From an optimization exercise on the open Yosys and OpenROAD flow, aimed at small area; shortcuts taken in it are not production practice. The RTL was checked by simulation tests, not by an equivalence proof against the original design. Power and IR drop assume default switching activity.

==> flow/design.v <==
module DMA_cont(
    input           clk,
    input           reset,
    input           dma_request,
    output          dma_ack,
    output          bus_request,
    input           bus_grant,
    input   [31:0]  src_addr,
    input   [31:0]  dest_addr,
    input   [15:0]  transfer_size,
    input           start_transfer,
    output reg      transfer_done,
    output  [31:0]  addr_out,
    output reg [31:0] data_out,
    input   [31:0]  data_in,
    output reg      mem_read,
    output reg      mem_write,
    input           mem_ready
);
reg        req;
assign bus_request = req;
assign dma_ack     = mem_read | mem_write;
wire       idle    = ~(req | mem_read | mem_write);
reg [31:0] a;
reg [31:0] b;
reg [15:0] remaining;
assign addr_out = a;
wire       last  = (remaining == 16'd1);
wire       rd_ok = mem_read & mem_ready;
wire       wr_ok = mem_write & mem_ready;
wire       swap  = rd_ok | (wr_ok & ~last);
wire       hold  = ~idle & ~swap;
wire [32:2] cy;
wire [6:0]  bc;                      
assign bc[0] = 1'b1;
genvar j, k;
generate for (k = 0; k < 6; k = k + 1) begin : g_blk
    assign bc[k+1] = bc[k] & (&a[2+5*k+4:2+5*k]);
    assign cy[2+5*k] = bc[k];
    for (j = 1; j < 5; j = j + 1) begin : g_bit
        assign cy[2+5*k+j] = cy[2+5*k+j-1] & a[2+5*k+j-1];
    end
end endgenerate
assign cy[32] = bc[6];
wire [31:0] a_inc = {a[31:2] ^ cy[31:2], a[1:0]};
wire [16:0] bw;
assign bw[0] = wr_ok;
genvar i;
generate for (i = 0; i < 16; i = i + 1) begin : g_bw
    assign bw[i+1] = bw[i] & ~remaining[i];
end endgenerate
wire [15:0] rem_step = remaining ^ bw[15:0];
always @(posedge clk or posedge reset) begin
    if (reset) begin
        req <= 1'b0;
        mem_read <= 1'b0;
        mem_write <= 1'b0;
        transfer_done <= 1'b0;
    end else begin
        req <= idle ? (start_transfer & dma_request) : (req & ~bus_grant);
        mem_read <= (req & bus_grant) | (mem_read & ~mem_ready) | (wr_ok & ~last);
        mem_write <= (mem_read | mem_write) & (mem_write ^ mem_ready);
        transfer_done <= wr_ok & last;
    end
end
always @(posedge clk) begin
    a <= ({32{idle}} & src_addr)  | ({32{swap}} & b)     | ({32{hold}} & a);
    b <= ({32{idle}} & dest_addr) | ({32{swap}} & a_inc) | ({32{hold}} & b);
    remaining <= ({16{idle}} & transfer_size) | ({16{~idle}} & rem_step);
    if (mem_read)
        data_out <= data_in;
end
endmodule
Settings: LEC_CHECK=0, CAP_MARGIN=20, CORE_MARGIN=2, CORE_UTILIZATION=25, SLEW_MARGIN=20; clock period 5.0 ns.
standard.sh (not shown) runs the stock make flow with config.mk's settings and CLKGATE_MAP_FILE= SYNTH_SCRIPT=/design/flow/synth_recipe.tcl, a recipe that flattens the netlist after the stock synthesis.
==> flow/flow/run.sh <==
#!/bin/bash
# Standard ORFS layout, with changes that only affect cell area:
#  - ABC maps for area (amap) without its own buffering/upsizing
#    (flow/abc_speed.script); registers are mapped before ABC, unchanged.
#  - port buffers use the smallest buffer, sky130_fd_sc_hd__buf_1.
#  - clock tree of clkbuf_4 without dummy balancing loads.
# Each tool's output goes to its own log in this folder (and ORFS's logs).
set -u
rm -rf scripts
cp -r "$FLOW_HOME/scripts" scripts
cp flow/abc_speed.script scripts/abc_speed.script
export SCRIPTS_DIR="$PWD/scripts"
export BUFFER_PORTS_ARGS="-buffer_cell sky130_fd_sc_hd__buf_1"
export CTS_ARGS="-sink_clustering_enable -repair_clock_nets -buf_list sky130_fd_sc_hd__clkbuf_4 -dont_use_dummy_load"
bash standard.sh > standard.log 2>&1
st=$?
for f in orfs/logs/*/*/*/*.log; do cp "$f" "log_$(basename "$f")"; done
exit $st
==> flow/flow/abc_speed.script <==
strash
dch
amap -F 4 -A 8
topo
dnsize -c
The baseline finished with timing, DRC and antenna clean.
Edit:
==> flow/design.v (replaced) <==
module DMA_cont(
    input           clk,
    input           reset,
    input           dma_request,
    output          dma_ack,
    output          bus_request,
    input           bus_grant,
    input   [31:0]  src_addr,
    input   [31:0]  dest_addr,
    input   [15:0]  transfer_size,
    input           start_transfer,
    output          transfer_done,
    output  [31:0]  addr_out,
    output reg [31:0] data_out,
    input   [31:0]  data_in,
    output          mem_read,
    output          mem_write,
    input           mem_ready
);
reg        sk, sp, sq;
assign dma_ack       = sk;
assign bus_request   = sp;
assign mem_read      = sk & ~sq;
assign mem_write     = sk & sq;
assign transfer_done = ~sk & sq;
wire       idle    = ~(sk | sp);
reg [31:0] a;
reg [31:0] b;
reg [15:0] left;
assign addr_out = a;
wire       rd_ok = mem_read & mem_ready;
wire       wr_ok = mem_write & mem_ready;
wire [32:2] cy;
wire [6:0]  bc;                      
assign bc[0] = 1'b1;
genvar j, m;
generate for (m = 0; m < 6; m = m + 1) begin : g_blk
    assign bc[m+1] = bc[m] & (&a[2+5*m+4:2+5*m]);
    assign cy[2+5*m] = bc[m];
    for (j = 1; j < 5; j = j + 1) begin : g_bit
        assign cy[2+5*m+j] = cy[2+5*m+j-1] & a[2+5*m+j-1];
    end
end endgenerate
assign cy[32] = bc[6];
wire [31:0] a_inc = {a[31:2] ^ cy[31:2], a[1:0]};
wire [15:0] dec_in = idle ? transfer_size : left;
wire [16:0] bw;
assign bw[0] = idle | wr_ok;
genvar i;
generate for (i = 0; i < 16; i = i + 1) begin : g_bw
    assign bw[i+1] = bw[i] & ~dec_in[i];
end endgenerate
wire       none  = (left == 16'd0);   
wire       fin   = wr_ok & none;
wire       swap  = rd_ok | (wr_ok & ~none);
wire       hold  = ~idle & ~swap;
always @(posedge clk or posedge reset) begin
    if (reset) begin
        sk <= 1'b0;
        sp <= 1'b0;
        sq <= 1'b0;
    end else begin
        sp <= idle ? (start_transfer & dma_request) : (sp & ~bus_grant);
        sk <= (sp & bus_grant) | (sk & ~fin);
        sq <= sk & ((sq ^ mem_ready) | fin);
    end
end
always @(posedge clk) begin
    a <= ({32{idle}} & src_addr)  | ({32{swap}} & b)     | ({32{hold}} & a);
    b <= ({32{idle}} & dest_addr) | ({32{swap}} & a_inc) | ({32{hold}} & b);
    left <= dec_in ^ bw[15:0];
    if (mem_read)
        data_out <= data_in;
end
endmodule
Result: The new run passed the timing, DRC and antenna checks; final area drops by 1.1%; register-to-register slack got worse by 0.43 ns; power drops by 52%; sequential cell count drops by 1; hold slack got worse by 0.032 ns; non-clock buffer count climbs by 1; final cell count drops by 1.2%; die area drops by 1.3%; fmax drops by 5.4%.

========
Another version of the RTL of DMA_cont (not shown whole).
Size in the first run: ~420 cells after synthesis, about 190 I/O pins.
==> module DMA_cont, before the edit <==
module DMA_cont(
    input           clk,
    input           reset,
    input           dma_request,
    output          dma_ack,
    output          bus_request,
    input           bus_grant,
    input   [31:0]  src_addr,
    input   [31:0]  dest_addr,
    input   [15:0]  transfer_size,
    input           start_transfer,
    output reg      transfer_done,
    output  [31:0]  addr_out,
    output reg [31:0] data_out,
    input   [31:0]  data_in,
    output reg      mem_read,
    output reg      mem_write,
    input           mem_ready
);
reg        req;
assign bus_request = req;
assign dma_ack     = mem_read | mem_write;
wire       idle    = ~(req | mem_read | mem_write);
reg [31:0] a;
reg [31:0] b;
reg [15:0] remaining;
assign addr_out = a;
wire       last  = (remaining == 16'd1);
wire       rd_ok = mem_read & mem_ready;
wire       wr_ok = mem_write & mem_ready;
wire       swap  = rd_ok | (wr_ok & ~last);
wire       hold  = ~idle & ~swap;
wire [32:2] cy;
assign cy[2] = 1'b1;
genvar j;
generate for (j = 2; j < 32; j = j + 1) begin : g_cy
    assign cy[j+1] = cy[j] & a[j];
end endgenerate
wire [31:0] a_inc = {a[31:2] ^ cy[31:2], a[1:0]};
wire [16:0] bw;
assign bw[0] = wr_ok;
genvar i;
generate for (i = 0; i < 16; i = i + 1) begin : g_bw
    assign bw[i+1] = bw[i] & ~remaining[i];
end endgenerate
wire [15:0] rem_step = remaining ^ bw[15:0];
always @(posedge clk or posedge reset) begin
    if (reset) begin
        req <= 1'b0;
        mem_read <= 1'b0;
        mem_write <= 1'b0;
        transfer_done <= 1'b0;
    end else begin
        req <= idle ? (start_transfer & dma_request) : (req & ~bus_grant);
        mem_read <= (req & bus_grant) | (mem_read & ~mem_ready) | (wr_ok & ~last);
        mem_write <= rd_ok | (mem_write & ~mem_ready);
        transfer_done <= wr_ok & last;
    end
end
always @(posedge clk) begin
    a <= ({32{idle}} & src_addr)  | ({32{swap}} & b)     | ({32{hold}} & a);
    b <= ({32{idle}} & dest_addr) | ({32{swap}} & a_inc) | ({32{hold}} & b);
    remaining <= ({16{idle}} & transfer_size) | ({16{~idle}} & rem_step);
    if (mem_read)
        data_out <= data_in;
end
endmodule
export LEC_CHECK = 0
export CAP_MARGIN = 20
export CORE_MARGIN = 2
export CORE_UTILIZATION = 25
export CTS_BUF_LIST = sky130_fd_sc_hd__clkbuf_4
export SLEW_MARGIN = 20
create_clock -name core_clock -period 5.0 [get_ports {clk}]
==> flow/flow/run.sh <==
#!/bin/bash
# Standard ORFS layout, with three changes that only affect cell area:
#  - ABC maps with more area recovery and without its own buffering/upsizing
#    (flow/abc_speed.script); registers are mapped before ABC, unchanged.
#  - port buffers use the smallest buffer, sky130_fd_sc_hd__buf_1.
# Each tool's output goes to its own log in this folder (and ORFS's logs).
set -u
rm -rf scripts
cp -r "$FLOW_HOME/scripts" scripts
cp flow/abc_speed.script scripts/abc_speed.script
export SCRIPTS_DIR="$PWD/scripts"
export BUFFER_PORTS_ARGS="-buffer_cell sky130_fd_sc_hd__buf_1"
bash standard.sh > standard.log 2>&1
st=$?
for f in orfs/logs/*/*/*/*.log; do cp "$f" "log_$(basename "$f")"; done
exit $st
==> flow/flow/abc_speed.script <==
&get -n
&st
&dch
&nf -R 1000
&st
&syn2
&if -g -K 6
&synch2
&nf -R 1000
&st
&syn2
&if -g -K 6
&synch2
&nf -R 1000
&st
&syn2
&if -g -K 6
&synch2
&nf -R 1000
&st
&syn2
&if -g -K 6
&synch2
&nf -R 1000
&st
&syn2
&if -g -K 6
&synch2
&nf -R 1000
&put
topo
stime -c
dnsize -c
The starting point completed and failed the layout checks on setup timing.
Next try:
--- a/flow/design.v
+++ b/flow/design.v
@@ -29,15 +29,21 @@
 wire       rd_ok = mem_read & mem_ready;
 wire       wr_ok = mem_write & mem_ready;
 wire       swap  = rd_ok | (wr_ok & ~last);
 wire       hold  = ~idle & ~swap;
 wire [32:2] cy;
-assign cy[2] = 1'b1;
-genvar j;
-generate for (j = 2; j < 32; j = j + 1) begin : g_cy
-    assign cy[j+1] = cy[j] & a[j];
+wire [6:0]  bc;                      
+assign bc[0] = 1'b1;
+genvar j, k;
+generate for (k = 0; k < 6; k = k + 1) begin : g_blk
+    assign bc[k+1] = bc[k] & (&a[2+5*k+4:2+5*k]);
+    assign cy[2+5*k] = bc[k];
+    for (j = 1; j < 5; j = j + 1) begin : g_bit
+        assign cy[2+5*k+j] = cy[2+5*k+j-1] & a[2+5*k+j-1];
+    end
 end endgenerate
+assign cy[32] = bc[6];
 wire [31:0] a_inc = {a[31:2] ^ cy[31:2], a[1:0]};
 wire [16:0] bw;
 assign bw[0] = wr_ok;
 genvar i;
 generate for (i = 0; i < 16; i = i + 1) begin : g_bw
@@ -51,11 +57,11 @@
         mem_write <= 1'b0;
         transfer_done <= 1'b0;
     end else begin
         req <= idle ? (start_transfer & dma_request) : (req & ~bus_grant);
         mem_read <= (req & bus_grant) | (mem_read & ~mem_ready) | (wr_ok & ~last);
-        mem_write <= rd_ok | (mem_write & ~mem_ready);
+        mem_write <= (mem_read | mem_write) & (mem_write ^ mem_ready);
         transfer_done <= wr_ok & last;
     end
 end
 always @(posedge clk) begin
     a <= ({32{idle}} & src_addr)  | ({32{swap}} & b)     | ({32{hold}} & a);
Result: The changed run finished clean; clock skew goes up by 0.015 ns; worst setup slack is better by 1.3 ns; power goes up by about 10%; final cell count hardly moves; clock power goes up by about 25%.

==> re-timing with driven ports <==
In the flow no input, the clock included, has a driving cell. The finished layouts below were timed again as built, in two steps.
Step 1 assumes that a clkbuf_16 drives the clock port and a buf_2 every other input.
Step 2 also shifts input and output timing later by t, the mid clock arrival at the registers, as if the neighbouring blocks saw the same clock.
Three values: ideal ports, drivers, drivers and shift; two values: the first two.
| run | t, ns | setup slack, ns | worst setup path at the end |
|---|---|---|---|
| the first run of note 1 | 0.520 | 1.065 / 1.067 / 0.547 | input to register |
| the second run of note 1 | 0.528 | 0.841 / 0.841 / 0.709 | input to register |
| the first run of note 2 | 0.545 | -0.200 / -0.200 / -0.200 | register to register |
| the second run of note 2 | 0.535 | 1.089 / 1.087 / 0.552 | input to register |
For the second run of note 2, which loses most, drivers alone change the setup slack by -0.002 ns; drivers and shift together by -0.537 ns.
